What follows belongs to an exercise in optimizing a design on an open flow for small area; a production flow would make more cautious choices. The RTL was checked by simulation tests, not by an equivalence proof against the original design. Power and IR drop assume default switching activity.

## flow/config.mk

```make
export PLATFORM = sky130hd
export DESIGN_NAME = rvsteel_core
export DESIGN_NICKNAME = rvsteel_core
export VERILOG_FILES = /design/flow/design.v
export SDC_FILE = /design/flow/constraint.sdc
export NUM_CORES = 4
export LEC_CHECK = 0
export CAP_MARGIN = 20
export CORE_MARGIN = 2
export CORE_UTILIZATION = 25
export PLACE_DENSITY = 0.3
export SLEW_MARGIN = 20
export SYNTH_HIERARCHICAL = 1
export SYNTH_MINIMUM_KEEP_SIZE = 0
```

## flow/design.v

```verilog
`timescale 1ns / 1ps
module rvsteel_core #(
  parameter     [31:0]  BOOT_ADDRESS = 32'h00000000
  ) (
  input  wire           clock,
  input  wire           reset,
  input  wire           halt,
  output wire   [31:0]  rw_address,
  input  wire   [31:0]  read_data,
  output wire           read_request,
  input  wire           read_response,
  output wire   [31:0]  write_data,
  output wire   [3:0 ]  write_strobe,
  output wire           write_request,
  input  wire           write_response,
  input  wire           irq_external,
  output wire           irq_external_response,
  input  wire           irq_timer,
  output wire           irq_timer_response,
  input  wire           irq_software,
  output wire           irq_software_response,
  input  wire   [15:0]  irq_fast,
  output wire   [15:0]  irq_fast_response,
  input  wire   [63:0]  real_time_clock
  );
  localparam NOP_INSTRUCTION      = 32'h00000013;
  localparam OPCODE_OP            = 7'b0110011;
  localparam OPCODE_OP_IMM        = 7'b0010011;
  localparam OPCODE_LOAD          = 7'b0000011;
  localparam OPCODE_STORE         = 7'b0100011;
  localparam OPCODE_BRANCH        = 7'b1100011;
  localparam OPCODE_JAL           = 7'b1101111;
  localparam OPCODE_JALR          = 7'b1100111;
  localparam OPCODE_LUI           = 7'b0110111;
  localparam OPCODE_AUIPC         = 7'b0010111;
  localparam OPCODE_MISC_MEM      = 7'b0001111;
  localparam OPCODE_SYSTEM        = 7'b1110011;
  reg           reset_reg;
  wire          reset_internal;
  wire          clock_enable;
  reg           prev_load_request;
  reg           prev_read_request;
  reg           prev_write_request;
  reg   [31:0]  prev_rw_address;
  reg   [31:0]  prev_write_data;
  reg   [3:0 ]  prev_write_strobe;
  reg   [31:0]  prev_instruction;
  reg           state_reset;
  reg           state_trap_taken;
  reg           state_trap_return;
  wire          state_operating;
  wire          flush;
  reg   [31:1]  program_counter;
  always @(posedge clock)
    reset_reg <= reset;
  assign reset_internal = reset | reset_reg;
  assign clock_enable = !( halt                |
    (prev_read_request   & !read_response    ) |
    (prev_write_request  & !write_response   ) );
  wire          load_commit_cycle  = prev_load_request  & read_response;
  wire          store_commit_cycle = prev_write_request & write_response;
  wire  [31:0]  instruction =
    flush ?
    NOP_INSTRUCTION :
    (!clock_enable | load_commit_cycle | store_commit_cycle) ?
      prev_instruction :
      read_data;
  always @(posedge clock)
    prev_instruction <= reset_internal ? NOP_INSTRUCTION : instruction;
  wire  [6:0 ]  opcode     = instruction[6:0];
  wire  [2:0 ]  funct3     = instruction[14:12];
  wire  [6:0 ]  funct7     = instruction[31:25];
  wire  [4:0 ]  rd_address = instruction[11:7];
  wire  [4:0 ]  rs1_address = instruction[19:15];
  wire  [4:0 ]  rs2_address = instruction[24:20];
  wire  [11:0]  csr_address = instruction[31:20];
  wire branch_type   = opcode == OPCODE_BRANCH;
  wire jal_type      = opcode == OPCODE_JAL;
  wire jalr_type     = opcode == OPCODE_JALR;
  wire auipc_type    = opcode == OPCODE_AUIPC;
  wire lui_type      = opcode == OPCODE_LUI;
  wire load_type     = opcode == OPCODE_LOAD;
  wire store_type    = opcode == OPCODE_STORE;
  wire system_type   = opcode == OPCODE_SYSTEM;
  wire op_type       = opcode == OPCODE_OP;
  wire op_imm_type   = opcode == OPCODE_OP_IMM;
  wire misc_mem_type = opcode == OPCODE_MISC_MEM;
  wire funct7_zero   = funct7 == 7'b0000000;
  wire funct7_alt    = funct7 == 7'b0100000;
  wire legal_op =
    funct7_zero | (funct7_alt & (funct3 == 3'b000 | funct3 == 3'b101));
  wire legal_op_imm =
    (funct3[1:0] != 2'b01) |
    funct7_zero |
    (funct7_alt & funct3[2]);
  wire rs1_rd_zero = rs1_address == 5'b00000 & rd_address == 5'b00000;
  wire csrxxx = system_type & funct3[1:0] != 2'b00;
  wire system_zero = system_type & funct3 == 3'b000 & rs1_rd_zero;
  wire ecall  = system_zero & funct7_zero & rs2_address == 5'b00000;
  wire ebreak = system_zero & funct7_zero & rs2_address == 5'b00001;
  wire mret   = system_zero & funct7 == 7'b0011000 & rs2_address == 5'b00010;
  wire illegal_store  = store_type  & (funct3[2] | funct3[1:0] == 2'b11);
  wire illegal_load   = load_type   & (funct3 == 3'b011 | funct3[2:1] == 2'b11);
  wire illegal_jalr   = jalr_type   & funct3 != 3'b000;
  wire illegal_branch = branch_type & funct3[2:1] == 2'b01;
  wire illegal_op     = op_type     & ~legal_op;
  wire illegal_op_imm = op_imm_type & ~legal_op_imm;
  wire illegal_system = system_type & ~(csrxxx | ecall | ebreak | mret);
  wire unknown_type =
    ~(branch_type | jal_type | jalr_type | auipc_type | lui_type | load_type | store_type
    | system_type | op_type | op_imm_type | misc_mem_type);
  wire illegal_instruction =
    unknown_type | illegal_store | illegal_load | illegal_jalr | illegal_branch | illegal_op
    | illegal_op_imm | illegal_system;
  wire load  = load_type  & ~illegal_load;
  wire store = store_type & ~illegal_store;
  wire integer_file_write_request =
    lui_type | auipc_type | jalr_type | jal_type | op_type | op_imm_type | load_type | csrxxx;
  reg   [31:0]  integer_file [31:1];
  reg   [31:0]  rs1_data;
  reg   [31:0]  rs2_data;
  reg   [31:0]  writeback_data;
  wire          load_pending;
  wire integer_file_write_enable =
    clock_enable & integer_file_write_request & !flush & !load_pending;
  wire [31:0] integer_file_write_data =
    writeback_data & {32{~reset_internal}};
  genvar ireg;
  generate
    for (ireg = 1; ireg < 32; ireg = ireg + 1) begin : integer_file_regs
      wire enable = reset_internal | (integer_file_write_enable & (rd_address == ireg));
      always @(posedge clock)
        if (enable)
          integer_file[ireg] <= integer_file_write_data;
    end
  endgenerate
  wire  [32:0]  rs1_select;
  wire  [32:0]  rs2_select;
  assign rs1_select[0]  = 1'b0;
  assign rs2_select[0]  = 1'b0;
  assign rs1_select[32] = 1'b0;
  assign rs2_select[32] = 1'b0;
  genvar isel, ibitr, igrp;
  generate
    for (isel = 1; isel < 32; isel = isel + 1) begin : read_select
      assign rs1_select[isel] = rs1_address == isel;
      assign rs2_select[isel] = rs2_address == isel;
    end
    for (ibitr = 0; ibitr < 32; ibitr = ibitr + 1) begin : read_bits
      wire [10:0] rs1_group_n;
      wire [10:0] rs2_group_n;
      for (igrp = 0; igrp < 11; igrp = igrp + 1) begin : groups
        wire data0 = integer_file[3*igrp+1][ibitr];
        wire data1 = integer_file[3*igrp+2][ibitr];
        wire data2 = (3*igrp+3 < 32) ? integer_file[(3*igrp+3) % 32 + (3*igrp+3) / 32][ibitr] : 1'b0;
        rvsteel_core_aoi222 rs1_group (
          .a0(data0), .s0(rs1_select[3*igrp+1]),
          .a1(data1), .s1(rs1_select[3*igrp+2]),
          .a2(data2), .s2(rs1_select[3*igrp+3]),
          .y(rs1_group_n[igrp]));
        rvsteel_core_aoi222 rs2_group (
          .a0(data0), .s0(rs2_select[3*igrp+1]),
          .a1(data1), .s1(rs2_select[3*igrp+2]),
          .a2(data2), .s2(rs2_select[3*igrp+3]),
          .y(rs2_group_n[igrp]));
      end
      always @* begin
        rs1_data[ibitr] = ~&rs1_group_n;
        rs2_data[ibitr] = ~&rs2_group_n;
      end
    end
  endgenerate
  wire  [31:0]  immediate_i_type = {{20{instruction[31]}}, instruction[31:20]};
  wire  [31:0]  immediate_s_type = {{20{instruction[31]}}, instruction[31:25], instruction[11:7]};
  wire  [31:0]  immediate_b_type = {{20{instruction[31]}}, instruction[7], instruction[30:25],
                                    instruction[11:8], 1'b0};
  wire  [31:0]  immediate_u_type = {instruction[31:12], 12'h000};
  wire  [31:0]  immediate_j_type = {{12{instruction[31]}}, instruction[19:12], instruction[20],
                                    instruction[30:21], 1'b0};
  reg   [31:0]  target_immediate;
  always @* begin
    if (store_type)
      target_immediate = immediate_s_type;
    else if (branch_type)
      target_immediate = immediate_b_type;
    else if (jal_type)
      target_immediate = immediate_j_type;
    else if (lui_type | auipc_type)
      target_immediate = immediate_u_type;
    else
      target_immediate = immediate_i_type;
  end
  wire target_from_rs1 = load_type | store_type | jalr_type;
  wire  [31:0]  target_base =
    target_from_rs1 ? rs1_data :
    lui_type        ? 32'h00000000 :
                      {program_counter, 1'b0};
  wire  [31:0]  target_address_adder = target_base + target_immediate;
  wire  [31:1]  program_counter_plus_4;
  wire  [31:2]  pc_carry;
  assign pc_carry[2] = 1'b1;
  assign program_counter_plus_4[1] = program_counter[1];
  genvar ipc;
  generate
    for (ipc = 2; ipc < 32; ipc = ipc + 1) begin : pc_increment
      assign program_counter_plus_4[ipc] = program_counter[ipc] ^ pc_carry[ipc];
      if (ipc < 31) begin : carry
        assign pc_carry[ipc + 1] = pc_carry[ipc] & program_counter[ipc];
      end
    end
  endgenerate
  wire  [31:0]  alu_2nd_operand = opcode[5] ? rs2_data : immediate_i_type;
  wire alu_subtract = opcode[6] | (funct3 != 3'b000) | (opcode[5] & instruction[30]);
  wire  [32:0]  alu_sum =
    {1'b0, rs1_data} + {1'b0, alu_2nd_operand ^ {32{alu_subtract}}} + {32'b0, alu_subtract};
  wire alu_sltu_result = ~alu_sum[32];
  wire alu_slt_result  =
    rs1_data[31] ^ alu_2nd_operand[31] ? rs1_data[31] : alu_sltu_result;
  wire alu_equal       = alu_sum[31:0] == 32'h00000000;
  wire          shift_left  = ~funct3[2];
  wire          shift_arith = instruction[30] & rs1_data[31];
  wire  [31:0]  shift_input;
  wire  [31:0]  shift_output;
  wire  [31:0]  shift_output_reversed;
  genvar ibit;
  generate
    for (ibit = 0; ibit < 32; ibit = ibit + 1) begin : shift_reverse
      assign shift_input[ibit] = shift_left ? rs1_data[31 - ibit] : rs1_data[ibit];
      assign shift_output_reversed[ibit] = shift_output[31 - ibit];
    end
  endgenerate
  wire  [32:0]  shift_extended = {shift_arith & ~shift_left, shift_input};
  assign shift_output = $signed(shift_extended) >>> alu_2nd_operand[4:0];
  reg   [31:0]  alu_output;
  always @* begin
    case (funct3)
      3'b000: alu_output = alu_sum[31:0];
      3'b001: alu_output = shift_output_reversed;
      3'b010: alu_output = {31'b0, alu_slt_result};
      3'b011: alu_output = {31'b0, alu_sltu_result};
      3'b100: alu_output = rs1_data ^ alu_2nd_operand;
      3'b101: alu_output = shift_output;
      3'b110: alu_output = rs1_data | alu_2nd_operand;
      3'b111: alu_output = rs1_data & alu_2nd_operand;
    endcase
  end
  reg branch_condition_satisfied;
  always @* begin
    case (funct3)
      3'b000:  branch_condition_satisfied = alu_equal;
      3'b001:  branch_condition_satisfied = ~alu_equal;
      3'b100:  branch_condition_satisfied = alu_slt_result;
      3'b101:  branch_condition_satisfied = ~alu_slt_result;
      3'b110:  branch_condition_satisfied = alu_sltu_result;
      3'b111:  branch_condition_satisfied = ~alu_sltu_result;
      default: branch_condition_satisfied = 1'b0;
    endcase
  end
  wire take_branch =
    jal_type | (jalr_type & ~illegal_jalr) | (branch_type & branch_condition_satisfied);
  wire  [31:1]  next_address =
    take_branch ? target_address_adder[31:1] : program_counter_plus_4;
  reg           csr_mstatus_mie;
  reg           csr_mstatus_mpie;
  reg   [15:0]  csr_mie_mfie;
  reg           csr_mie_meie;
  reg           csr_mie_mtie;
  reg           csr_mie_msie;
  reg   [15:0]  csr_mip_mfip;
  reg           csr_mip_meip;
  reg           csr_mip_mtip;
  reg           csr_mip_msip;
  reg   [4:0 ]  csr_mcause_code;
  reg           csr_mcause_interrupt_flag;
  wire misaligned =
    (funct3[1:0] == 2'b10 & (target_address_adder[1] | target_address_adder[0])) |
    (funct3[1:0] == 2'b01 & target_address_adder[0]);
  wire misaligned_store = store & misaligned;
  wire misaligned_load  = load  & misaligned;
  wire misaligned_instruction_address = take_branch & target_address_adder[1];
  wire [15:0] fast_pending = csr_mie_mfie & csr_mip_mfip;
  wire interrupt_pending =
    (csr_mie_meie & csr_mip_meip) |
    (csr_mie_mtie & csr_mip_mtip) |
    (csr_mie_msie & csr_mip_msip) |
    (|fast_pending);
  wire exception_pending =
    illegal_instruction | misaligned_load | misaligned_store | misaligned_instruction_address;
  wire take_trap = (csr_mstatus_mie & interrupt_pending) | exception_pending | ecall | ebreak;
  assign flush = state_reset | state_trap_taken | state_trap_return;
  assign state_operating = ~flush;
  always @(posedge clock) begin
    if (reset_internal) begin
      state_reset       <= 1'b1;
      state_trap_taken  <= 1'b0;
      state_trap_return <= 1'b0;
    end
    else if (clock_enable | interrupt_pending) begin
      state_reset       <= 1'b0;
      state_trap_taken  <= state_operating & take_trap;
      state_trap_return <= state_operating & ~take_trap & mret;
    end
  end
  wire trap_response = state_trap_taken;
  assign irq_external_response = trap_response & csr_mcause_code == 5'd11;
  assign irq_timer_response    = trap_response & csr_mcause_code == 5'd7;
  assign irq_software_response = trap_response & csr_mcause_code == 5'd3;
  genvar ifast;
  generate
    for (ifast = 0; ifast < 16; ifast = ifast + 1) begin : fast_response
      assign irq_fast_response[ifast] = trap_response & csr_mcause_code == ifast + 16;
    end
  endgenerate
  assign load_pending      = load  & !load_commit_cycle;
  wire   store_pending     = store & !store_commit_cycle;
  wire load_request  = load  & ~misaligned & ~take_trap & ~load_commit_cycle;
  wire store_request = store & ~misaligned & ~take_trap & ~store_commit_cycle;
  wire  [31:0]  csr_mepc_value;
  wire  [31:0]  csr_mtvec_value;
  wire          trap_vectored = csr_mtvec_value[0] & csr_mcause_interrupt_flag;
  wire  [5:0 ]  trap_low_sum  = {1'b0, csr_mtvec_value[6:2]} + {1'b0, csr_mcause_code & {5{trap_vectored}}};
  wire  [31:7]  trap_high;
  wire  [32:7]  trap_carry;
  assign trap_carry[7] = trap_low_sum[5];
  genvar itrap;
  generate
    for (itrap = 7; itrap < 32; itrap = itrap + 1) begin : trap_increment
      assign trap_high[itrap]      = csr_mtvec_value[itrap] ^ trap_carry[itrap];
      assign trap_carry[itrap + 1] = csr_mtvec_value[itrap] & trap_carry[itrap];
    end
  endgenerate
  wire  [31:1]  trap_address = {trap_high, trap_low_sum[4:0], 1'b0};
  wire  [31:1]  next_program_counter =
    state_reset       ? BOOT_ADDRESS[31:1] :
    state_trap_taken  ? trap_address :
    state_trap_return ? csr_mepc_value[31:1] :
                        next_address;
  always @(posedge clock) begin
    if (reset_internal)
      program_counter <= BOOT_ADDRESS[31:1];
    else if (clock_enable & !load_pending & !store_pending)
      program_counter <= next_program_counter;
  end
  wire  [31:0]  rw_address_internal =
    load_request | store_request ?
    {target_address_adder[31:2], 2'b00} :
    {next_program_counter, 1'b0};
  reg   [31:0]  write_data_internal;
  reg   [3:0 ]  write_strobe_internal;
  always @* begin
    case (funct3[1:0])
      2'b00: begin
        write_data_internal   = {4{rs2_data[7:0]}};
        write_strobe_internal = 4'b0001 << target_address_adder[1:0];
      end
      2'b01: begin
        write_data_internal   = {2{rs2_data[15:0]}};
        write_strobe_internal = target_address_adder[1] ? 4'b1100 : 4'b0011;
      end
      default: begin
        write_data_internal   = rs2_data;
        write_strobe_internal = 4'b1111;
      end
    endcase
    if (!write_strobe_internal[0]) write_data_internal[7:0]   = 8'h00;
    if (!write_strobe_internal[1]) write_data_internal[15:8]  = 8'h00;
    if (!write_strobe_internal[2]) write_data_internal[23:16] = 8'h00;
    if (!write_strobe_internal[3]) write_data_internal[31:24] = 8'h00;
  end
  assign read_request =
    reset_internal ? 1'b0 : (clock_enable ? ~store_request : prev_read_request);
  assign write_request =
    reset_internal ? 1'b0 : (clock_enable ? store_request : prev_write_request);
  assign rw_address   = clock_enable ? rw_address_internal   : prev_rw_address;
  assign write_data   = clock_enable ? write_data_internal   : prev_write_data;
  assign write_strobe = clock_enable ? write_strobe_internal : prev_write_strobe;
  always @(posedge clock) begin
    if (reset_internal) begin
      prev_load_request  <= 1'b0;
      prev_read_request  <= 1'b0;
      prev_write_request <= 1'b0;
    end
    else if (clock_enable) begin
      prev_load_request  <= load_request;
      prev_read_request  <= read_request;
      prev_write_request <= write_request;
    end
  end
  always @(posedge clock) begin
    if (clock_enable) begin
      prev_rw_address    <= rw_address;
      prev_write_data    <= write_data;
      prev_write_strobe  <= write_strobe;
    end
  end
  wire  [7:0 ]  load_byte_data =
    target_address_adder[1] ?
      (target_address_adder[0] ? read_data[31:24] : read_data[23:16]) :
      (target_address_adder[0] ? read_data[15:8]  : read_data[7:0]);
  wire  [15:0]  load_half_data =
    target_address_adder[1] ? read_data[31:16] : read_data[15:0];
  reg   [31:0]  load_data;
  always @* begin
    case (funct3[1:0])
      2'b00:   load_data = {{24{~funct3[2] & load_byte_data[7]}}, load_byte_data};
      2'b01:   load_data = {{16{~funct3[2] & load_half_data[15]}}, load_half_data};
      default: load_data = read_data;
    endcase
  end
  reg   [63:0]  csr_mcycle;
  reg   [63:0]  csr_minstret;
  reg   [63:0]  csr_utime;
  reg   [31:0]  csr_mscratch;
  reg   [31:1]  csr_mepc;
  reg   [31:0]  csr_mcause;
  reg   [31:0]  csr_mtval;
  reg   [31:2]  csr_mtvec_base;
  reg           csr_mtvec_mode;
  reg   [31:0]  csr_data_out;
  assign csr_mepc_value  = {csr_mepc, 1'b0};
  assign csr_mtvec_value = {csr_mtvec_base, 1'b0, csr_mtvec_mode};
  wire  [31:0]  csr_mstatus = {19'b0, 2'b11, 3'b000, csr_mstatus_mpie, 3'b000, csr_mstatus_mie, 3'b000};
  wire  [31:0]  csr_mie = {csr_mie_mfie, 4'b0, csr_mie_meie, 3'b0, csr_mie_mtie, 3'b0, csr_mie_msie, 3'b0};
  wire  [31:0]  csr_mip = {csr_mip_mfip, 4'b0, csr_mip_meip, 3'b0, csr_mip_mtip, 3'b0, csr_mip_msip, 3'b0};
  wire  sel_cycle    = csr_address == 12'hC00 | csr_address == 12'hB00;
  wire  sel_cycleh   = csr_address == 12'hC80 | csr_address == 12'hB80;
  wire  sel_time     = csr_address == 12'hC01;
  wire  sel_timeh    = csr_address == 12'hC81;
  wire  sel_instret  = csr_address == 12'hC02 | csr_address == 12'hB02;
  wire  sel_instreth = csr_address == 12'hC82 | csr_address == 12'hB82;
  wire  sel_mtvec    = csr_address == 12'h305;
  wire  sel_mscratch = csr_address == 12'h340;
  wire  sel_mepc     = csr_address == 12'h341;
  wire  sel_mcause   = csr_address == 12'h342;
  wire  sel_mtval    = csr_address == 12'h343;
  wire  [31:0]  csr_small_out =
    ({32{csr_address == 12'hF12}} & 32'h00000018) |
    ({32{csr_address == 12'hF13}} & 32'h00000006) |
    ({32{csr_address == 12'h301}} & 32'h40000100) |
    ({32{csr_address == 12'h300}} & csr_mstatus)  |
    ({32{csr_address == 12'h304}} & csr_mie)      |
    ({32{csr_address == 12'h344}} & csr_mip);
  genvar icsr;
  generate
    for (icsr = 0; icsr < 32; icsr = icsr + 1) begin : csr_read_bits
      wire [3:0] group_n;
      rvsteel_core_aoi222 group0 (
        .a0(csr_mcycle[icsr]),        .s0(sel_cycle),
        .a1(csr_mcycle[32+icsr]),     .s1(sel_cycleh),
        .a2(csr_utime[icsr]),         .s2(sel_time),
        .y(group_n[0]));
      rvsteel_core_aoi222 group1 (
        .a0(csr_utime[32+icsr]),      .s0(sel_timeh),
        .a1(csr_minstret[icsr]),      .s1(sel_instret),
        .a2(csr_minstret[32+icsr]),   .s2(sel_instreth),
        .y(group_n[1]));
      rvsteel_core_aoi222 group2 (
        .a0(csr_mtvec_value[icsr]),   .s0(sel_mtvec),
        .a1(csr_mscratch[icsr]),      .s1(sel_mscratch),
        .a2(csr_mepc_value[icsr]),    .s2(sel_mepc),
        .y(group_n[2]));
      rvsteel_core_aoi222 group3 (
        .a0(csr_mcause[icsr]),        .s0(sel_mcause),
        .a1(csr_mtval[icsr]),         .s1(sel_mtval),
        .a2(csr_small_out[icsr]),     .s2(1'b1),
        .y(group_n[3]));
      always @*
        csr_data_out[icsr] = ~&group_n;
    end
  endgenerate
  wire  [31:0]  csr_data_mask = funct3[2] ? {27'b0, rs1_address} : rs1_data;
  reg   [31:0]  csr_write_data;
  always @* begin
    case (funct3[1:0])
      2'b01:   csr_write_data = csr_data_mask;
      2'b10:   csr_write_data = csr_data_out |  csr_data_mask;
      default: csr_write_data = csr_data_out & ~csr_data_mask;
    endcase
  end
  wire csr_write = clock_enable & csrxxx & state_operating;
  wire write_mstatus  = csr_write & csr_address == 12'h300;
  wire write_mie      = csr_write & csr_address == 12'h304;
  wire write_mtvec    = csr_write & csr_address == 12'h305;
  wire write_mscratch = csr_write & csr_address == 12'h340;
  wire write_mepc     = csr_write & csr_address == 12'h341;
  wire write_mcause   = csr_write & csr_address == 12'h342;
  wire write_mtval    = csr_write & csr_address == 12'h343;
  wire write_mcycle   = csr_write & csr_address == 12'hB00;
  wire write_mcycleh  = csr_write & csr_address == 12'hB80;
  wire write_minstret = csr_write & csr_address == 12'hB02;
  wire write_minstreth= csr_write & csr_address == 12'hB82;
  wire  [31:0]  csr_write_data_or_zero = csr_write_data & {32{~reset_internal}};
  always @(posedge clock) begin
    if (reset_internal) begin
      csr_mstatus_mie   <= 1'b0;
      csr_mstatus_mpie  <= 1'b1;
    end
    else if (clock_enable) begin
      if (state_trap_return) begin
        csr_mstatus_mie   <= csr_mstatus_mpie;
        csr_mstatus_mpie  <= 1'b1;
      end
      else if (state_trap_taken) begin
        csr_mstatus_mpie  <= csr_mstatus_mie;
        csr_mstatus_mie   <= 1'b0;
      end
      else if (write_mstatus) begin
        csr_mstatus_mie   <= csr_write_data[3];
        csr_mstatus_mpie  <= csr_write_data[7];
      end
    end
  end
  always @(posedge clock) begin
    if (reset_internal | write_mie) begin
      csr_mie_mfie <= csr_write_data_or_zero[31:16];
      csr_mie_meie <= csr_write_data_or_zero[11];
      csr_mie_mtie <= csr_write_data_or_zero[7];
      csr_mie_msie <= csr_write_data_or_zero[3];
    end
  end
  always @(posedge clock) begin
    csr_mip_mfip <= irq_fast     & {16{~reset_internal}};
    csr_mip_meip <= irq_external & ~reset_internal;
    csr_mip_mtip <= irq_timer    & ~reset_internal;
    csr_mip_msip <= irq_software & ~reset_internal;
  end
  wire trap_now = clock_enable & take_trap;
  always @(posedge clock) begin
    if (reset_internal | trap_now | write_mepc)
      csr_mepc <= reset_internal ? 31'b0 :
                  take_trap ? program_counter : {csr_write_data[31:2], 1'b0};
  end
  always @(posedge clock) begin
    if (reset_internal | write_mscratch)
      csr_mscratch <= csr_write_data_or_zero;
  end
  always @(posedge clock) begin
    if (reset_internal | write_mtvec) begin
      csr_mtvec_base <= csr_write_data_or_zero[31:2];
      csr_mtvec_mode <= csr_write_data_or_zero[0];
    end
  end
  wire mcause_trap = clock_enable & state_trap_taken;
  always @(posedge clock) begin
    if (reset_internal | mcause_trap | write_mcause)
      csr_mcause <= reset_internal ? 32'b0 :
                    state_trap_taken ? {csr_mcause_interrupt_flag, 26'b0, csr_mcause_code} :
                    csr_write_data;
  end
  wire misaligned_address_exception =
    misaligned_load | misaligned_store | misaligned_instruction_address;
  always @(posedge clock) begin
    if (reset_internal | trap_now | write_mtval)
      csr_mtval <= reset_internal ? 32'b0 :
                   take_trap ? (misaligned_address_exception ? target_address_adder :
                                ebreak ? {program_counter, 1'b0} : 32'b0) :
                   csr_write_data;
  end
  wire  [31:0]  counter_write_data = csr_write_data | {32{reset_internal}};
  wire  [63:0]  mcycle_base = {
    (write_mcycleh | reset_internal) ? counter_write_data : csr_mcycle[63:32],
    (write_mcycle  | reset_internal) ? counter_write_data : csr_mcycle[31:0]};
  wire  [64:0]  mcycle_carry;
  wire  [64:0]  minstret_carry;
  assign mcycle_carry[0] = 1'b1;
  genvar icnt;
  generate
    for (icnt = 0; icnt < 64; icnt = icnt + 1) begin : counter_carry
      assign mcycle_carry[icnt + 1]   = mcycle_carry[icnt]   & mcycle_base[icnt];
      assign minstret_carry[icnt + 1] = minstret_carry[icnt] & minstret_base[icnt];
    end
  endgenerate
  always @(posedge clock)
    csr_mcycle <= mcycle_base ^ mcycle_carry[63:0];
  wire  [63:0]  minstret_base = {
    (write_minstreth | reset_internal) ? counter_write_data : csr_minstret[63:32],
    (write_minstret  | reset_internal) ? counter_write_data : csr_minstret[31:0]};
  always @(posedge clock)
    if (clock_enable | reset_internal)
      csr_minstret <= minstret_base ^ minstret_carry[63:0];
  assign minstret_carry[0] = state_operating | reset_internal;
  always @(posedge clock)
    csr_utime <= real_time_clock;
  reg   [4:0 ]  trap_code;
  reg           trap_interrupt;
  reg           trap_cause_valid;
  integer       ifp;
  always @* begin
    trap_cause_valid = 1'b1;
    trap_interrupt   = 1'b0;
    trap_code        = 5'd0;
    if (illegal_instruction)
      trap_code = 5'd2;
    else if (misaligned_instruction_address)
      trap_code = 5'd0;
    else if (ecall)
      trap_code = 5'd11;
    else if (ebreak)
      trap_code = 5'd3;
    else if (misaligned_store)
      trap_code = 5'd6;
    else if (misaligned_load)
      trap_code = 5'd4;
    else begin
      trap_interrupt = 1'b1;
      if (csr_mstatus_mie & |fast_pending) begin
        trap_code = 5'd31;
        for (ifp = 15; ifp >= 0; ifp = ifp - 1)
          if (fast_pending[ifp]) trap_code = 5'd16 + ifp;
      end
      else if (csr_mstatus_mie & csr_mie_meie & csr_mip_meip)
        trap_code = 5'd11;
      else if (csr_mstatus_mie & csr_mie_msie & csr_mip_msip)
        trap_code = 5'd3;
      else if (csr_mstatus_mie & csr_mie_mtie & csr_mip_mtip)
        trap_code = 5'd7;
      else
        trap_cause_valid = 1'b0;
    end
  end
  always @(posedge clock) begin
    if (clock_enable & state_operating & trap_cause_valid) begin
      csr_mcause_code           <= trap_code;
      csr_mcause_interrupt_flag <= trap_interrupt;
    end
    else if (reset_internal) begin
      csr_mcause_code           <= 5'b0;
      csr_mcause_interrupt_flag <= 1'b0;
    end
  end
  always @* begin
    if (op_type | op_imm_type)
      writeback_data = alu_output;
    else if (load_type)
      writeback_data = load_data;
    else if (jal_type | jalr_type)
      writeback_data = {program_counter_plus_4, 1'b0};
    else if (lui_type | auipc_type)
      writeback_data = target_address_adder;
    else
      writeback_data = csr_data_out;
  end
endmodule
module rvsteel_core_aoi222 (
  input  wire a0,
  input  wire s0,
  input  wire a1,
  input  wire s1,
  input  wire a2,
  input  wire s2,
  output wire y
  );
  assign y = ~((a0 & s0) | (a1 & s1) | (a2 & s2));
endmodule
```

## flow/constraint.sdc

```tcl
create_clock -name core_clock -period 20.0 [get_ports {clock}]
set_input_delay 4.0000 -clock core_clock [delete_from_list [all_inputs] [get_ports {clock}]]
set_output_delay 4.0000 -clock core_clock [all_outputs]
set_load 0.01 [all_outputs]
```

## flow/run.sh

```bash
#!/bin/bash
# synth_recipe.tcl (not shown) runs the flow's synth.tcl, then flattens the netlist and writes it again
# the make line also repeats each setting of config.mk as NAME=value (left out here)
make -C /OpenROAD-flow-scripts/flow DESIGN_CONFIG=/design/flow/config.mk WORK_HOME=/design/flow/orfs CLKGATE_MAP_FILE= SYNTH_SCRIPT=/design/flow/synth_recipe.tcl finish
```

==> impl_metrics.env, run 1 <==
export IMPL_final_area_um2=97200
export IMPL_start_kind="input port"
export IMPL_place_gp_congestion=0.939
export IMPL_die_area_um2=312000
export IMPL_yosys_warnings=72
export IMPL_setup_viol=0
export IMPL_cp_slowest_stage_delay_ps=710
export IMPL_cp_top_family="simple AND/OR/NAND/NOR gates"
export IMPL_largest_register_ffs=992
export IMPL_io_buffers=208
export IMPL_critPathArrivalTime_ps=15460
export IMPL_period_needed_ps=19460
export IMPL_utilization_pct=31.8
export IMPL_synth_cell_types=93
export IMPL_synth_area_per_cell_um2=12.0
export IMPL_wl_per_cell_um=39.0
export IMPL_min_path_type="reg2reg"
export IMPL_grt_pass1_wl_um=609000
export IMPL_critPathCaptureType="output port"
export IMPL_initial_core_util_pct=25.1
export IMPL_grtUsageTotal_pct=28.5
export IMPL_worst_slew_pin_slew_ps=1180
export IMPL_cts_buffers=192
export IMPL_die_x_um=558
export IMPL_path_common_cell="buf_4"
export IMPL_rsz0062_at_grt="false"
export IMPL_cts_hold_buf=0
export IMPL_leakagePower_uw=0.0365
export IMPL_grt_remaining_overflow=0
export IMPL_syn_area_um2=76800
export IMPL_synthTopCellsByCount="edfxtp_1 (1307), a222oi_1 (834), nand2_1 (521)"
export IMPL_drcViolationCount=0
export IMPL_largest_register="integer_file"
export IMPL_viasPerCell=5.77
export IMPL_post_cts_buffers=0
export IMPL_drt_total_wl_um=458000
export IMPL_antenna_found_initial=27
export IMPL_clock_sinks=1526
export IMPL_pin_count=209
export IMPL_coreArea_um2=306000
export IMPL_slew_viol_final=0
export IMPL_rows=203
export IMPL_nets=7925
export IMPL_dp_hpwl_um=334000
export IMPL_synth_top_area_share_pct=51.1
export IMPL_drive_gt1_share_pct=16.0
export IMPL_slew_headroom_pct=20.6
export IMPL_htreeDepth=4
export IMPL_yosysTopAreaCell="edfxtp_1"
export IMPL_worst_skew_pair_late_latency_ps=910
export IMPL_worst_slack_ps=535
export IMPL_grt_max_degree=68
export IMPL_max_freq_ghz=0.0514
export IMPL_die_h_um=558
export IMPL_num_vias=67900
export IMPL_pre_cts_slack_ps=-783
export IMPL_maxCapViolations=0
export IMPL_first_pass_iters=12
export IMPL_cts_clk_slew_worst_paths_ps=60
export IMPL_yosysMostFrequentCell="edfxtp_1"
export IMPL_powerDensity_nw_per_um2=93.9
export IMPL_fin_cells=11800
export IMPL_hold_viol=0
export IMPL_path_class="in2out"
export IMPL_cts_resized_gates=0
export IMPL_first_iter_violations=10900
export IMPL_cp_num_buf_inv=12
export IMPL_slowest_stage="a21oi_1"
export IMPL_postRouteAntennaNets=0
export IMPL_grt_pass1_vias=66800
export IMPL_r2r_slack_ps=3450
export IMPL_worstPathRequired_ps=16000
export IMPL_cts_tree="done"
export IMPL_synth_area_leaders="edfxtp_1 (51%), a222oi_1 (11%), dfxtp_1 (5.7%)"
export IMPL_cts_root_buf="clkbuf_16"
export IMPL_ys_ff_latch=1526
export IMPL_fin_skew_ps=95.0
export IMPL_clock_path_buffers=4
export IMPL_cp_max_fo=22
export IMPL_place_area_um2=91000
export IMPL_async_flop_share_pct=0
export IMPL_vdd_drop_max_mv=0.0741
export IMPL_yosysSeqAreaShare_pct=56.8
export IMPL_placed_cells=11400
export IMPL_status="no timing/DRC/antenna violations"
export IMPL_fillers=31100
export IMPL_post_route_period_util_pct=97.3
export IMPL_synth_edff_count=1307
export IMPL_syn_to_final_growth_pct=26.6
export IMPL_synth_ff_type="edfxtp_1"
export IMPL_synthCells=6409
per-stage QoR:
stage | hold WS [ps] | TNS, ps | total power, uW
5_1_grt | 556 | 0 | 9440
2_1_floorplan | 473 | 0 | 4820
3_5_place_dp | 507 | -3980 | 5720
4_1_cts | 519 | 0 | 9200
3_3_place_gp | 500 | -4590 | 5740
6_report | 519 | 0 | 9120
final timing paths:
path,from,to,cells past startpoint
max reg2reg,state_trap_return$_SDFFE_PN0P_,csr_minstret[63]$_DFFE_PP_,81
min,prev_instruction[1]$_SDFF_PN1_,prev_instruction[1]$_SDFF_PN1_,2
min reg2reg,prev_instruction[1]$_SDFF_PN1_,prev_instruction[1]$_SDFF_PN1_,2
max,read_response,rw_address[25],37
Yosys stat by module, one instance, submodules excluded:
| module | flip-flops and latches | cells inside | cell area, um2 | times used |
|---|---|---|---|---|
| rvsteel_core_aoi222 | 0 | 1 | 10.0 | 832 |
| rvsteel_core | 1526 | 5577 | 68400 | 1 |
kinds of logic (layout without fill, tap and decap cells):
| kind of cell | after synthesis | in the layout | share of synthesized area [%] |
|---|---|---|---|
| AOI/OAI and AO/OA | 2207 | 2207 | 22.6 |
| and+or+nand+nor | 1694 | 1694 | 10.5 |
| DFF | 1526 | 1526 | 56.8 |
| buffers and inverters | 451 | 1385 | 2.26 |
| adders and majority gates | 315 | 315 | 5.16 |
| muxes | 126 | 126 | 1.70 |
| xor gates and xnor gates | 88 | 88 | 1.00 |
| other | 2 | 320 | 0.00978 |
placed cells by master, fill, tap and decap left out, drive strengths merged, types with 20 or more instances in the layout:
cell type	count
nor3	121
and2	47
a211oi	54
clkinv	64
or3	52
dfxtp	219
buf	716
a31oi	35
and3	29
nand2b	33
inv	125
o211ai	211
nor2	426
o22ai	63
a22o	42
a21o	58
nand4	203
nor4	20
o31ai	33
clkbuf	253
nand3	179
clkdlybuf4s50	206
o21ai	261
a21oi	371
ha	312
a32oi	27
edfxtp	1307
xnor2	38
a22oi	25
a222oi	834
xor2	50
mux2i	108
conb	298
nand2	521
a221oi	26
diode	22
worst register-to-register path: cells and delay by family (launching register included):
family | cells | cell delay, ps
adders and majority gates | 63 | 12220
buffers and inverters | 4 | 930
AOI/OAI and AO/OA | 3 | 600
DFF | 1 | 470
and+or+nand+nor | 10 | 1960
xor gates and xnor gates | 1 | 120
layout make-up:
cell class	count	area, um2	share of cell area, %
timing repair buffer	924	7910	8.14
tap	4100	5130	5.28
sequential	1526	43600	44.9
antenna	22	55.1	0.0567
clock buffer	253	5240	5.39
clock inverter	90	802	0.825
multi-input combinational	4728	34000	34.9
inverter	118	445	0.458
power by group:
part | total, uW | internal (uW) | switching, uW
sequential | 4180 | 3950 | 226
combinational | 1500 | 428 | 1070
clock | 3450 | 1980 | 1470
total | 9120 | 6360 | 2760
routing by layer:
layer | part of all wire (%) | global-route usage [%] | vias to the layer above
met5 | 0.0046 | 0 | -
met3 | 6.1 | 3.84 | 577
li1 | - | - | 29200
met2 | 48 | 48.2 | 2983
met4 | 5.3 | 13.5 | 4
met1 | 41 | 35.9 | 35200
==> run 2, diff against run 1 <==
==> flow/config.mk (replaced) <==
export PLATFORM = sky130hd
export DESIGN_NAME = rvsteel_core
export DESIGN_NICKNAME = rvsteel_core
export VERILOG_FILES = /design/flow/design.v
export SDC_FILE = /design/flow/constraint.sdc
export NUM_CORES = 4
export LEC_CHECK = 0
export CAP_MARGIN = 10
export CORE_MARGIN = 2
export CORE_UTILIZATION = 35
export CTS_BUF_LIST = sky130_fd_sc_hd__clkbuf_8
export PLACE_DENSITY = 0.4
export SETUP_SLACK_MARGIN = 0.1
export SLEW_MARGIN = 10
export SYNTH_HIERARCHICAL = 1
export SYNTH_MINIMUM_KEEP_SIZE = 0
==> impl_metrics.env, run 2 <==
export IMPL_syn_area_um2=76800
export IMPL_drt_total_wl_um=411000
export IMPL_num_vias=69700
export IMPL_ff_latch_area_um2=43600
export IMPL_cp_slowest_stage_delay_ps=980
export IMPL_viasPerCell=6.54
export IMPL_fin_cells=10700
export IMPL_synth_compound_area_share_pct=22.6
export IMPL_grt_pass1_vias=67000
export IMPL_intPower_uw=5860
export IMPL_grt_pass1_wl_um=556000
export IMPL_synthCells=6409
export IMPL_setup_viol=0
export IMPL_rows=171
export IMPL_ff2ff_path_depth=78
export IMPL_antenna_found_initial=15
export IMPL_yosysTopAreaCell="edfxtp_1"
export IMPL_maxCapViolations=0
export IMPL_first_pass_iters=13
export IMPL_fillers=20500
export IMPL_post_cts_buffers=0
export IMPL_worstPathRequired_ps=16000
export IMPL_yosysMostFrequentCell="edfxtp_1"
export IMPL_post_synth_and_or_nand_nor_area_fraction_pct=10.5
export IMPL_syn_to_final_growth_pct=23.2
export IMPL_first_iter_violations=13400
export IMPL_synth_area_leaders="edfxtp_1 (51%), a222oi_1 (11%), dfxtp_1 (5.7%)"
export IMPL_drive_gt1_share_pct=17.0
export IMPL_combPwrFrac_pct=17.0
export IMPL_worst_skew_pair_late_latency_ps=1100
export IMPL_grt_remaining_overflow=0
export IMPL_initial_core_util_pct=35.3
export IMPL_async_flop_share_pct=0
export IMPL_grt_max_degree=146
export IMPL_reg2reg_to="csr_minstret[63]$_DFFE_PP_"
export IMPL_coreArea_um2=218000
export IMPL_die_h_um=472
export IMPL_period_needed_ps=19580
export IMPL_slew_viol_final=0
export IMPL_vdd_drop_max_mv=0.0653
export IMPL_final_common_cell="edfxtp_1"
export IMPL_clock_sinks=1526
export IMPL_fin_skew_ps=137
export IMPL_hp_start="prev_instruction[1]$_SDFF_PN1_"
export IMPL_rsz0062_at_grt="false"
export IMPL_critPathArrivalTime_ps=15580
export IMPL_p_switching_uw=2650
export IMPL_status="no timing/DRC/antenna violations"
export IMPL_worst_slew_pin_slew_ps=1340
export IMPL_path_class="in2out"
export IMPL_largest_register="integer_file"
export IMPL_slowest_stage="nor3_2"
export IMPL_synth_cell_types=93
export IMPL_holdPathEnd="prev_instruction[1]$_SDFF_PN1_"
export IMPL_die_x_um=472
export IMPL_place_gp_congestion=1.00
export IMPL_synth_top_area_share_pct=51.1
export IMPL_pin_count=209
export IMPL_clock_path_buffers=4
export IMPL_synth_area_per_cell_um2=12.0
export IMPL_final_cell_mix="edfxtp_1 (1307), a222oi_1 (834), buf_4 (679)"
export IMPL_multi_input_area_um2=33900
export IMPL_leakagePower_uw=0.0365
export IMPL_holdPathStages=2
export IMPL_postRouteAntennaNets=0
export IMPL_wl_per_cell_um=38.5
export IMPL_largest_register_ffs=992
export IMPL_synthTopCellsByCount="edfxtp_1 (1307), a222oi_1 (834), nand2_1 (521)"
export IMPL_yosysSeqAreaShare_pct=56.8
export IMPL_cts_buffers=294
export IMPL_critPathCaptureType="output port"
export IMPL_cts_root_buf="clkbuf_8"
export IMPL_post_route_period_util_pct=97.9
export IMPL_hold_viol=0
export IMPL_placed_cells=10100
export IMPL_drcViolationCount=0
export IMPL_htreeDepth=5
export IMPL_cts_clk_slew_worst_paths_ps=60
export IMPL_cts_tree="done"
export IMPL_yosys_warnings=72
export IMPL_synth_ff_type="edfxtp_1"
export IMPL_powerDensity_nw_per_um2=89.9
export IMPL_clkPwrFrac_pct=33.9
export IMPL_min_path_type="reg2reg"
export IMPL_io_buffers=208
export IMPL_synth_edff_count=1307
export IMPL_dp_hpwl_um=296000
export IMPL_cp_max_fo=20
export IMPL_synth_xor_area_share_pct=1.00
export IMPL_r2r_slack_ps=3400
export IMPL_synth_top_family_by_area="compound AO/OA/AOI/OAI gates"
export IMPL_seqPwrFrac_pct=49.1
export IMPL_grtUsageTotal_pct=35.6
export IMPL_reg2reg_from="state_reset$_SDFFE_PN1P_"
export IMPL_switching_share_pct=31.1
export IMPL_max_freq_ghz=0.0511
export IMPL_slew_headroom_pct=10.5
export IMPL_nets=8022
export IMPL_synth_fa_ha_area_share_pct=5.16
export IMPL_utilization_pct=43.5
export IMPL_synth_mux_area_share_pct=1.70
export IMPL_die_area_um2=223000
export IMPL_start_kind="input port"
export IMPL_ys_ff_latch=1526
export IMPL_path_common_cell="buf_4"
==> run 2: cell count changes in the layout (fill, tap and decap cells not counted), moves of 14 or more <==
cell / before / now
clkbuf_8: 8 / 314
clkbuf_1: 47 / 0
clkinv_2: 24 / 42
clkbuf_16: 198 / 0
inv_1: 112 / 195
clkinv_1: 34 / 48
==> run 2: final cells by class <==
class	instances	area share (%)
Clock buffer	314	4.57
Timing Repair Buffer	919	8.25
Multi-Input combinational cell	4728	35.9
Tap cell	2854	3.77
Inverter	118	0.471
Antenna cell	20	0.0529
Clock inverter	182	0.907
Sequential cell	1526	46.1
==> run 2: timing repair <==
| action | in CTS | in global routing |
|---|---|---|
| hold buffers | 0 | 0 |
| endpoints found under the setup margin | 0 | 5 |
| gates resized for setup | 0 | 19 |
| endpoints found under the hold margin | 0 | 0 |
==> run 2: layer usage <==
layer	GRT usage (%)	wire (um)	part of all wire, %	vias to the layer above
li1	-	-	-	29400
met1	44.3	157000	38	35200
met2	56.4	187000	45	4306
met3	6.92	35900	8.7	888
met4	23.5	31700	7.7	4
met5	0	32	0.0078	-
==> run 2: per-stage QoR <==
stage	cell area (um2)	total power, uW	hold slack, ps	setup TNS, ps	setup WS [ps]
after floorplan	77900	4820	473	0	816
after global placement	89300	5650	532	-1100	-331
after detailed placement	89300	5640	520	-1220	-379
after CTS	94500	8520	530	0	647
after global routing	94600	8810	559	0	126
final	94600	8510	528	0	417
==> run 2: cell families (layout without fill, tap and decap cells) <==
family / count (synthesis) / in the layout
AO/OA/AOI/OAI: 2207 / 2207
XOR/XNOR: 88 / 88
adder cells (fa/ha/maj): 315 / 315
buffers and inverters: 451 / 1533
flip-flops: 1526 / 1526
multiplexers: 126 / 126
other: 2 / 318
AND/OR/NAND/NOR: 1694 / 1694
==> run 2: worst max path at each step <==
stage,endpoint,from,slack (ps),cells past startpoint
final,rw_address[1],read_response,420,36
after CTS,rw_address[1],read_response,650,36
after floorplan,csr_minstret[63]$_DFFE_PP_,read_response,820,82
after detailed placement,csr_minstret[63]$_DFFE_PP_,read_response,-380,83
after global placement,csr_minstret[63]$_DFFE_PP_,read_response,-330,83
after global routing,csr_minstret[63]$_DFFE_PP_,read_response,130,85
==> run 2: power groups by stage <==
stage          sequential, uW  combinational [uW]  clock, uW
6_report                 4180                1440       2880
3_5_place_dp             4230                1410          0
3_3_place_gp             4240                1410          0
4_1_cts                  4170                1410       2940
5_1_grt                  4220                1520       3080
2_1_floorplan            4160                 659          0
==> run 2: critical path, delay by kind of cell <==
family                     cells  cell delay, ps
AOI/OAI and AO/OA             13            4010
buffers and inverters         11            2980
adders and majority gates      1             300
and+or+nand+nor                9            3710
xor gates and xnor gates       2             480
==> run 2: per-module statistics from Yosys, one instance, submodules excluded <==
| module | cells inside | copies in the design | flip-flops and latches |
|---|---|---|---|
| rvsteel_core_aoi222 | 1 | 832 | 0 |
| rvsteel_core | 5577 | 1 | 1526 |
==> run 3, diff against run 2 <==
==> flow/flow/run.sh (new file) <==
#!/bin/bash
# Standard layout, with two changes: clock tree synthesis without dummy loads,
# and small buffers (buf_1) on the input and output ports.
set -e
export CTS_ARGS="-sink_clustering_enable -repair_clock_nets -dont_use_dummy_load"
export BUFFER_PORTS_ARGS="-buffer_cell sky130_fd_sc_hd__buf_1"
bash standard.sh > standard.log 2>&1
==> flow/standard.sh (new file) <==
#!/bin/bash
# synth_recipe.tcl (not shown) runs the flow's synth.tcl, then flattens the netlist and writes it again
# the make line also repeats each setting of config.mk as NAME=value (left out here)
make -C /OpenROAD-flow-scripts/flow DESIGN_CONFIG=/design/flow/config.mk WORK_HOME=/design/flow/orfs CLKGATE_MAP_FILE= SYNTH_SCRIPT=/design/flow/synth_recipe.tcl "${@:-finish}"
removed: flow/run.sh
==> impl_metrics.env, run 3 <==
export IMPL_reg2reg_to="csr_minstret[63]$_DFFE_PP_"
export IMPL_largest_register="integer_file"
export IMPL_place_gp_congestion=0.996
export IMPL_clock_path_buffers=3
export IMPL_setup_viol=0
export IMPL_post_cts_buffers=0
export IMPL_post_route_period_util_pct=98.1
export IMPL_synth_area_leaders="edfxtp_1 (51%), a222oi_1 (11%), dfxtp_1 (5.7%)"
export IMPL_synth_top_area_share_pct=51.1
export IMPL_grt_pass1_wl_um=548000
export IMPL_worst_slack_ps=388
export IMPL_die_area_um2=223000
export IMPL_hp_start="prev_instruction[0]$_SDFF_PN1_"
export IMPL_place_area_um2=86400
export IMPL_die_h_um=472
export IMPL_fin_skew_ps=148
export IMPL_synthCells=6409
export IMPL_drcViolationCount=0
export IMPL_critPathCaptureType="output port"
export IMPL_period_needed_ps=19610
export IMPL_drt_total_wl_um=408000
export IMPL_final_common_cell="edfxtp_1"
export IMPL_cts_clk_slew_worst_paths_ps=40
export IMPL_ff2ff_path_depth=78
export IMPL_cts_tree="done"
export IMPL_holdPathEnd="prev_instruction[0]$_SDFF_PN1_"
export IMPL_status="no timing/DRC/antenna violations"
export IMPL_async_flop_share_pct=0
export IMPL_synth_area_per_cell_um2=12.0
export IMPL_ys_ff_latch=1526
export IMPL_start_kind="input port"
export IMPL_nets=7715
export IMPL_path_class="in2out"
export IMPL_reg2reg_from="state_reset$_SDFFE_PN1P_"
export IMPL_first_iter_violations=12600
export IMPL_fin_cells=10200
export IMPL_antenna_found_initial=29
export IMPL_finalPower_uw=8320
export IMPL_vdd_drop_max_mv=0.0848
export IMPL_critPathArrivalTime_ps=15610
export IMPL_htreeDepth=4
export IMPL_min_path_type="reg2reg"
export IMPL_worst_slew_pin_slew_ps=1350
export IMPL_placed_cells=9955
export IMPL_synthTopCellsByCount="edfxtp_1 (1307), a222oi_1 (834), nand2_1 (521)"
export IMPL_worstPathRequired_ps=16000
export IMPL_max_freq_ghz=0.0510
export IMPL_utilization_pct=41.8
export IMPL_initial_core_util_pct=35.3
export IMPL_yosysSeqAreaShare_pct=56.8
export IMPL_coreArea_um2=218000
export IMPL_pin_count=209
export IMPL_cts_hold_buf=0
export IMPL_drive_gt1_share_pct=12.7
export IMPL_die_x_um=472
export IMPL_grtUsageTotal_pct=35.4
export IMPL_viasPerCell=6.68
export IMPL_worst_skew_pair_late_latency_ps=860
export IMPL_cts_root_buf="clkbuf_16"
export IMPL_cts_buffers=177
export IMPL_path_common_cell="buf_4"
export IMPL_grt_max_degree=76
export IMPL_slew_headroom_pct=8.89
export IMPL_postRouteAntennaNets=0
export IMPL_holdPathStages=2
export IMPL_yosysMostFrequentCell="edfxtp_1"
export IMPL_grt_remaining_overflow=0
export IMPL_synth_cell_types=93
export IMPL_num_vias=67900
export IMPL_rsz0062_at_grt="false"
export IMPL_final_cell_mix="edfxtp_1 (1307), a222oi_1 (834), nand2_1 (517)"
export IMPL_cp_slowest_stage_delay_ps=1010
export IMPL_rows=171
export IMPL_synth_edff_count=1307
export IMPL_largest_register_ffs=992
export IMPL_hold_viol=0
export IMPL_clock_sinks=1526
export IMPL_synth_ff_type="edfxtp_1"
export IMPL_slew_viol_final=0
export IMPL_grt_pass1_vias=64600
export IMPL_pre_cts_slack_ps=-117
export IMPL_yosys_warnings=72
export IMPL_wl_per_cell_um=40.2
export IMPL_maxCapViolations=0
export IMPL_leakagePower_uw=0.0342
export IMPL_dp_hpwl_um=295000
export IMPL_cp_max_fo=30
export IMPL_r2r_slack_ps=3410
export IMPL_first_pass_iters=13
export IMPL_final_area_um2=90900
export IMPL_powerDensity_nw_per_um2=91.5
export IMPL_syn_area_um2=76800
export IMPL_io_buffers=208
export IMPL_syn_to_final_growth_pct=18.4
export IMPL_yosysTopAreaCell="edfxtp_1"
export IMPL_slowest_stage="o21ai_0"
[run 3: per-module statistics from Yosys, one instance, submodules excluded]
module               cells inside  flops+latches  cell area (um2)  copies in the design
rvsteel_core                 5577           1526            68400                     1
rvsteel_core_aoi222             1              0             10.0                   832
[run 3: through the flow]
stage	hold slack, ps	TNS, ps
global placement	531	0
finish	546	0
global route	557	0
floorplan	473	0
detailed placement	522	-185
CTS	528	0
[run 3: worst max path at each step]
| stage | endpoint | start |
|---|---|---|
| 5_1_grt | csr_mcycle[63]$_DFF_P_ | read_response |
| 3_3_place_gp | csr_minstret[63]$_DFFE_PP_ | read_response |
| 3_5_place_dp | csr_minstret[63]$_DFFE_PP_ | read_response |
| 4_1_cts | csr_minstret[62]$_DFFE_PP_ | read_response |
| 6_report | rw_address[5] | read_response |
| 2_1_floorplan | csr_minstret[63]$_DFFE_PP_ | read_response |
[run 3: power by group]
| part | switching (uW) | internal, uW |
|---|---|---|
| Clock | 1240 | 1540 |
| Sequential | 228 | 3950 |
| Combinational | 1000 | 361 |
[run 3: final cells by class]
cell class / count / area [um2]
Inverter: 118 / 445
Multi-Input combinational cell: 4728 / 33800
Clock buffer: 177 / 4430
Tap cell: 2854 / 3570
Sequential cell: 1526 / 43600
Timing Repair Buffer: 729 / 4900
Fill cell: 20600 / 127000
Antenna cell: 24 / 60.1
[run 3: cell families after synthesis]
logic type               Yosys count  synth area share [%]
other                              2               0.00978
multiplexers                     126                  1.70
AND/OR/NAND/NOR                 1694                  10.5
AO/OA/AOI/OAI                   2207                  22.6
adder cells (fa/ha/maj)          315                  5.16
XOR/XNOR                          88                  1.00
flip-flops                      1526                  56.8
buffers and inverters            451                  2.26
[run 3: per-layer routing]
metal	vias to the layer above	global-route usage [%]	wire, um
li1	28600	-	-
met1	34400	43.7	154000
met2	4021	57.3	190000
met3	846	6.58	34700
met4	14	21.7	29400
met5	-	0	75
[run 3: timing repair]
action	CTS	global route
resized for setup	0	2
setup endpoints to repair	0	3
endpoints found under the hold margin	0	0
[run 3: critical path: cells and delay by family]
family | cells | cell delay [ps]
buffers and inverters | 8 | 1920
xor gates and xnor gates | 2 | 480
AOI/OAI and AO/OA | 10 | 3860
muxes | 1 | 300
adders and majority gates | 1 | 550
and+or+nand+nor | 14 | 4330
==> run 4, diff against run 3 <==
==> flow/flow/run.sh (replaced) <==
#!/bin/bash
# Standard layout, with two changes: clock tree synthesis with clkbuf_8 buffers
# and without dummy loads, and small buffers (buf_1) on the input and output ports.
set -e
export CTS_ARGS="-sink_clustering_enable -repair_clock_nets -dont_use_dummy_load -buf_list sky130_fd_sc_hd__clkbuf_8"
export BUFFER_PORTS_ARGS="-buffer_cell sky130_fd_sc_hd__buf_1"
bash standard.sh > standard.log 2>&1
==> flow/config.mk (replaced) <==
export PLATFORM = sky130hd
export DESIGN_NAME = rvsteel_core
export DESIGN_NICKNAME = rvsteel_core
export VERILOG_FILES = /design/flow/design.v
export SDC_FILE = /design/flow/constraint.sdc
export NUM_CORES = 4
export LEC_CHECK = 0
export CAP_MARGIN = 5
export CORE_MARGIN = 2
export CORE_UTILIZATION = 35
export PLACE_DENSITY = 0.4
export SETUP_SLACK_MARGIN = 0.1
export SLEW_MARGIN = 5
export SYNTH_HIERARCHICAL = 1
export SYNTH_MINIMUM_KEEP_SIZE = 0
==> impl_metrics.env, run 4 <==
export IMPL_drcViolationCount=0
export IMPL_cp_slowest_stage_delay_ps=1010
export IMPL_coreArea_um2=218000
export IMPL_final_cell_mix="edfxtp_1 (1307), a222oi_1 (834), nand2_1 (517)"
export IMPL_nets=7834
export IMPL_clock_path_buffers=4
export IMPL_wl_per_cell_um=40.0
export IMPL_path_common_cell="buf_4"
export IMPL_die_x_um=472
export IMPL_synth_area_per_cell_um2=12.0
export IMPL_largest_register_ffs=992
export IMPL_io_buffers=208
export IMPL_synth_top_area_share_pct=51.1
export IMPL_met2_usage_pct=57.5
export IMPL_async_flop_share_pct=0
export IMPL_cts_root_buf="clkbuf_8"
export IMPL_r2r_slack_ps=3150
export IMPL_leakagePower_uw=0.0341
export IMPL_pin_count=209
export IMPL_rsz0062_at_grt="false"
export IMPL_die_h_um=472
export IMPL_viasPerCell=6.68
export IMPL_reg2reg_to="csr_minstret[63]$_DFFE_PP_"
export IMPL_place_area_um2=86400
export IMPL_grt_pass1_wl_um=551000
export IMPL_slew_viol_final=0
export IMPL_grtUsageTotal_pct=35.6
export IMPL_multi_input_area_um2=33800
export IMPL_synth_area_leaders="edfxtp_1 (51%), a222oi_1 (11%), dfxtp_1 (5.7%)"
export IMPL_critPathArrivalTime_ps=15560
export IMPL_status="no timing/DRC/antenna violations"
export IMPL_worst_skew_pair_late_latency_ps=1080
export IMPL_grt_pass1_vias=65800
export IMPL_worst_slew_pin_slew_ps=1300
export IMPL_synth_ff_type="edfxtp_1"
export IMPL_first_pass_iters=14
export IMPL_holdPathStages=2
export IMPL_grt_remaining_overflow=0
export IMPL_period_needed_ps=19560
export IMPL_htreeDepth=5
export IMPL_num_vias=68600
export IMPL_syn_area_um2=76800
export IMPL_cts_resized_gates=0
export IMPL_worstPathRequired_ps=16000
export IMPL_critPathCaptureType="output port"
export IMPL_path_class="in2out"
export IMPL_cts_hold_buf=0
export IMPL_cts_clk_slew_worst_paths_ps=60
export IMPL_slew_headroom_pct=12.1
export IMPL_top_usage_layer="met2"
export IMPL_antenna_found_initial=27
export IMPL_syn_to_final_growth_pct=17.9
export IMPL_synth_edff_count=1307
export IMPL_post_route_period_util_pct=97.8
export IMPL_clock_sinks=1526
export IMPL_cts_buffers=296
export IMPL_hp_start="prev_instruction[0]$_SDFF_PN1_"
export IMPL_yosysMostFrequentCell="edfxtp_1"
export IMPL_synth_cell_types=93
export IMPL_ff2ff_path_depth=80
export IMPL_setup_tns_ps=0
export IMPL_maxCapViolations=0
export IMPL_min_path_type="reg2reg"
export IMPL_rows=171
export IMPL_setup_viol=0
export IMPL_place_gp_congestion=0.996
export IMPL_use_met3_pct=6.26
export IMPL_final_area_um2=90500
export IMPL_initial_core_util_pct=35.3
export IMPL_yosysTopAreaCell="edfxtp_1"
export IMPL_max_freq_ghz=0.0511
export IMPL_die_area_um2=223000
export IMPL_final_common_cell="edfxtp_1"
export IMPL_cp_max_fo=30
export IMPL_hold_viol=0
export IMPL_gr_usage_met1_pct=44.0
export IMPL_dp_hpwl_um=295000
export IMPL_cts_tree="done"
export IMPL_ys_ff_latch=1526
export IMPL_grt_max_degree=76
export IMPL_yosys_warnings=72
export IMPL_slowest_stage="o21ai_0"
export IMPL_post_cts_buffers=0
export IMPL_fin_skew_ps=147
export IMPL_yosysSeqAreaShare_pct=56.8
export IMPL_largest_register="integer_file"
export IMPL_powerDensity_nw_per_um2=89.5
export IMPL_drive_gt1_share_pct=14.1
export IMPL_vdd_drop_max_mv=0.0678
export IMPL_postRouteAntennaNets=0
export IMPL_start_kind="input port"
export IMPL_synthCells=6409
export IMPL_ff_latch_area_um2=43600
export IMPL_holdPathEnd="prev_instruction[0]$_SDFF_PN1_"
export IMPL_fillers=20800
export IMPL_reg2reg_from="state_reset$_SDFFE_PN1P_"
export IMPL_synthTopCellsByCount="edfxtp_1 (1307), a222oi_1 (834), nand2_1 (521)"
export IMPL_first_iter_violations=12900
export IMPL_drt_total_wl_um=411000
[run 4: cell counts after synthesis]
No cell type changed its count.
[run 4: per-module statistics from Yosys, one instance, submodules excluded]
module,cells,flip-flops and latches
rvsteel_core,5577,1526
rvsteel_core_aoi222,1,0
[run 4: per-stage QoR]
| stage | hold slack [ps] | util (%) | setup WS (ps) | total power, uW | instances |
|---|---|---|---|---|---|
| 4_1_cts | 530 | 41.6 | 824 | 8130 | 10300 |
| 2_1_floorplan | 473 | - | 816 | 4820 | 6705 |
| 3_3_place_gp | 531 | 39.7 | 34.4 | 5570 | 9955 |
| 3_5_place_dp | 522 | 39.7 | -117 | 5560 | 9955 |
| 5_1_grt | 557 | 41.6 | 180 | 8390 | 10300 |
| 6_report | 540 | 41.6 | 441 | 8100 | 10300 |
[run 4: metal layers]
layer,routed length (um),vias up
met4,29700,10
met5,342,-
met1,154000,34600
li1,-,28800
met3,35600,881
met2,191000,4296
[run 4: worst max-delay path: cells and delay by family]
family                   cells  cell delay [ps]
AO/OA/AOI/OAI               10             3980
buffers and inverters        8             1830
XOR/XNOR                     2              470
AND/OR/NAND/NOR             14             4360
multiplexers                 1              240
adder cells (fa/ha/maj)      1              550
[run 4: worst max-delay path by stage]
| stage | from | cells past startpoint | slack, ps | endpoint |
|---|---|---|---|---|
| after floorplan | read_response | 82 | 820 | csr_minstret[63]$_DFFE_PP_ |
| after CTS | read_response | 34 | 820 | rw_address[5] |
| final | read_response | 36 | 440 | rw_address[5] |
| after detailed placement | read_response | 82 | -120 | csr_minstret[63]$_DFFE_PP_ |
| after global routing | read_response | 83 | 180 | csr_minstret[63]$_DFFE_PP_ |
| after global placement | read_response | 83 | 30 | csr_minstret[63]$_DFFE_PP_ |
[run 4: kinds of logic (layout without fill, tap and decap cells)]
logic type,count (synthesis),in the layout,synth area share (%)
AO/OA/AOI/OAI,2207,2207,22.6
AND/OR/NAND/NOR,1694,1694,10.5
multiplexers,126,126,1.70
flip-flops,1526,1526,56.8
buffers and inverters,451,1143,2.26
other,2,323,0.00978
XOR/XNOR,88,88,1.00
adder cells (fa/ha/maj),315,315,5.16
[run 4: power breakdown]
| part | switching [uW] | internal [uW] |
|---|---|---|
| clock network | 1260 | 1300 |
| registers | 228 | 3950 |
| logic | 1000 | 361 |
[run 4: cell type report]
cell class / count / share of cell area [%]
inverter: 118 / 0.492
multi-input combinational: 4728 / 37.4
timing repair buffer: 729 / 5.41
clock buffer: 296 / 4.50
sequential: 1526 / 48.2
antenna: 25 / 0.0691
tap: 2854 / 3.94
==> run 5, diff against run 4 <==
--- a/flow/design.v
+++ b/flow/design.v
@@ -149,10 +149,10 @@
     for (ibitr = 0; ibitr < 32; ibitr = ibitr + 1) begin : read_bits
       wire [10:0] rs1_group_n;
       wire [10:0] rs2_group_n;
-      for (igrp = 0; igrp < 11; igrp = igrp + 1) begin : groups
+      for (igrp = 0; igrp < 10; igrp = igrp + 1) begin : groups
         wire data0 = integer_file[3*igrp+1][ibitr];
         wire data1 = integer_file[3*igrp+2][ibitr];
-        wire data2 = (3*igrp+3 < 32) ? integer_file[(3*igrp+3) % 32 + (3*igrp+3) / 32][ibitr] : 1'b0;
+        wire data2 = integer_file[3*igrp+3][ibitr];
         rvsteel_core_aoi222 rs1_group (
           .a0(data0), .s0(rs1_select[3*igrp+1]),
           .a1(data1), .s1(rs1_select[3*igrp+2]),
@@ -164,6 +164,8 @@
           .a2(data2), .s2(rs2_select[3*igrp+3]),
           .y(rs2_group_n[igrp]));
       end
+      assign rs1_group_n[10] = ~(integer_file[31][ibitr] & rs1_select[31]);
+      assign rs2_group_n[10] = ~(integer_file[31][ibitr] & rs2_select[31]);
       always @* begin
         rs1_data[ibitr] = ~&rs1_group_n;
         rs2_data[ibitr] = ~&rs2_group_n;
@@ -459,10 +461,10 @@
         .a1(csr_mscratch[icsr]),      .s1(sel_mscratch),
         .a2(csr_mepc_value[icsr]),    .s2(sel_mepc),
         .y(group_n[2]));
-      rvsteel_core_aoi222 group3 (
+      rvsteel_core_aoi221 group3 (
         .a0(csr_mcause[icsr]),        .s0(sel_mcause),
         .a1(csr_mtval[icsr]),         .s1(sel_mtval),
-        .a2(csr_small_out[icsr]),     .s2(1'b1),
+        .c(csr_small_out[icsr]),
         .y(group_n[3]));
       always @*
         csr_data_out[icsr] = ~&group_n;
@@ -652,3 +654,13 @@
   );
   assign y = ~((a0 & s0) | (a1 & s1) | (a2 & s2));
 endmodule
+module rvsteel_core_aoi221 (
+  input  wire a0,
+  input  wire s0,
+  input  wire a1,
+  input  wire s1,
+  input  wire c,
+  output wire y
+  );
+  assign y = ~((a0 & s0) | (a1 & s1) | c);
+endmodule
==> impl_metrics.env, run 5 <==
export IMPL_status="no timing/DRC/antenna violations"
export IMPL_min_path_type="reg2reg"
export IMPL_die_area_um2=225000
export IMPL_worst_skew_pair_late_latency_ps=1070
export IMPL_synthCells=6443
export IMPL_fillers=20800
export IMPL_setup_viol=0
export IMPL_multi_input_area_um2=33400
export IMPL_synthTopCellsByCount="edfxtp_1 (1307), a222oi_1 (738), nand2_1 (642)"
export IMPL_clock_path_buffers=4
export IMPL_grt_max_degree=91
export IMPL_cts_buffers=294
export IMPL_first_pass_iters=14
export IMPL_max_freq_ghz=0.0510
export IMPL_met3_wirelength_um=40600
export IMPL_synth_cell_types=97
export IMPL_drcViolationCount=0
export IMPL_reg2reg_to="csr_minstret[63]$_DFFE_PP_"
export IMPL_grt_pass1_vias=66500
export IMPL_die_h_um=474
export IMPL_syn_area_um2=77300
export IMPL_io_buffers=208
export IMPL_grt_pass1_wl_um=579000
export IMPL_slew_headroom_pct=11.5
export IMPL_synth_area_leaders="edfxtp_1 (51%), a222oi_1 (9.6%), dfxtp_1 (5.7%)"
export IMPL_cts_hold_buf=0
export IMPL_critPathCaptureType="output port"
export IMPL_initial_core_util_pct=35.2
export IMPL_dp_hpwl_um=316000
export IMPL_grt_remaining_overflow=0
export IMPL_htreeDepth=5
export IMPL_synth_area_per_cell_um2=12.0
export IMPL_clock_sinks=1526
export IMPL_synth_edff_count=1307
export IMPL_worstPathRequired_ps=16000
export IMPL_path_class="in2out"
export IMPL_cts_tree="done"
export IMPL_cp_max_fo=31
export IMPL_wl_met2_um=197000
export IMPL_ff2ff_path_depth=82
export IMPL_path_common_cell="buf_4"
export IMPL_num_vias=69400
export IMPL_start_kind="input port"
export IMPL_powerDensity_nw_per_um2=84.1
export IMPL_fin_skew_ps=107
export IMPL_vdd_drop_max_mv=0.0629
export IMPL_synth_top_area_share_pct=50.8
export IMPL_viasPerCell=6.85
export IMPL_grtUsageTotal_pct=37.7
run 5: changes by cell type in the layout (fill, tap and decap cells not counted), sizes merged, moves of 32 or more:
cell	previous run	this run
a221oi	26	58
a2111o	0	61
xor2	50	15
a222oi	834	738
o21ai	261	385
nand2	521	642
a21oi	371	292
o22ai	63	27
nand3	179	66
conb	298	10
run 5: worst min-delay path by stage:
stage                                endpoint                           start  slack [ps]  cells after the start
2_1_floorplan  prev_instruction[0]$_SDFF_PN1_  prev_instruction[0]$_SDFF_PN1_         450                      2
3_3_place_gp   prev_instruction[0]$_SDFF_PN1_  prev_instruction[0]$_SDFF_PN1_         470                      2
3_5_place_dp   prev_instruction[1]$_SDFF_PN1_  prev_instruction[1]$_SDFF_PN1_         480                      2
4_1_cts        prev_instruction[1]$_SDFF_PN1_  prev_instruction[1]$_SDFF_PN1_         490                      2
5_1_grt        prev_instruction[1]$_SDFF_PN1_  prev_instruction[1]$_SDFF_PN1_         520                      2
6_report       prev_instruction[1]$_SDFF_PN1_  prev_instruction[1]$_SDFF_PN1_         490                      2
run 5: power breakdown:
group          switching, uW  internal [uW]
Combinational            713            256
Sequential               208           3850
Clock                   1260           1290
run 5: modules after synthesis (local to each module, per instance):
module               area, um2  flops+latches  copies in the design
rvsteel_core             69500           1526                     1
rvsteel_core_aoi221       15.0              0                    32
rvsteel_core_aoi222       10.0              0                   736
run 5: stage by stage:
step	setup slack (ps)	std cells	cell area, um2	setup TNS [ps]
after floorplan	141	6452	77400	0
after global placement	-167	9815	85900	-286
after detailed placement	-77.5	9816	86000	-105
after CTS	689	10100	90000	0
after global routing	181	10100	90100	0
final	389	10100	90100	0
run 5: per-layer routing:
layer,vias to the layer above,GRT usage (%)
met4,16,31.2
li1,28400,-
met2,4673,59.0
met1,35100,44.4
met5,-,0
met3,1157,8.27
run 5: logic make-up (layout without fill, tap and decap cells):
family	count (synthesis)	after routing	synth area share (%)
AOI/OAI and AO/OA	2234	2234	23.0
and+or+nand+nor	1710	1710	10.1
buffers and inverters	436	1136	2.17
DFF	1526	1526	56.4
adders and majority gates	315	315	5.13
other	1	40	0.00485
muxes	139	139	2.26
xor gates and xnor gates	82	82	0.929
run 5: critical path, delay by kind of cell:
| kind | cells | cell delay (ps) |
|---|---|---|
| fa+ha+maj | 1 | 440 |
| mux | 2 | 550 |
| simple gates | 8 | 2180 |
| compound gates | 10 | 5160 |
| buf+inv | 10 | 2920 |
| xor+xnor | 2 | 250 |
run 5: cell type report:
cell class,instances,share of cell area [%]
clock buffer,294,4.49
antenna,30,0.0833
sequential,1526,48.4
multi-input combinational,4490,37.1
inverter,125,0.523
timing repair buffer,717,5.28
tap,2958,4.11

## static timing again, ports no longer ideal
How much do the figures lean on ideal ports? The routed layouts below were timed once more, with nothing changed but the port constraints.
Step 1 sets driving cells, clkbuf_16 on the clock port and buf_2 on the other inputs (assumed; they add their load-dependent delay and slew).
Step 2, shift: input delay + t, output delay - t, t = (earliest + latest rising clock arrival at the registers) / 2. This alone moves slack from input paths to output paths.
Slacks: ideal / step 1 / step 2; pairs: ideal / step 1.
run | shift t [ns] | setup slack, ns
run 1 | 0.960 | 0.535 / 0.515 / -0.126
run 2 | 1.123 | 0.417 / 0.393 / -0.314
run 3 | 0.884 | 0.388 / 0.189 / -0.143
run 4 | 1.109 | 0.441 / 0.255 / -0.428
run 5 | 1.117 | 0.389 / 0.283 / -0.198
With both steps, setup timing fails in every run listed, where it was met with ideal ports.
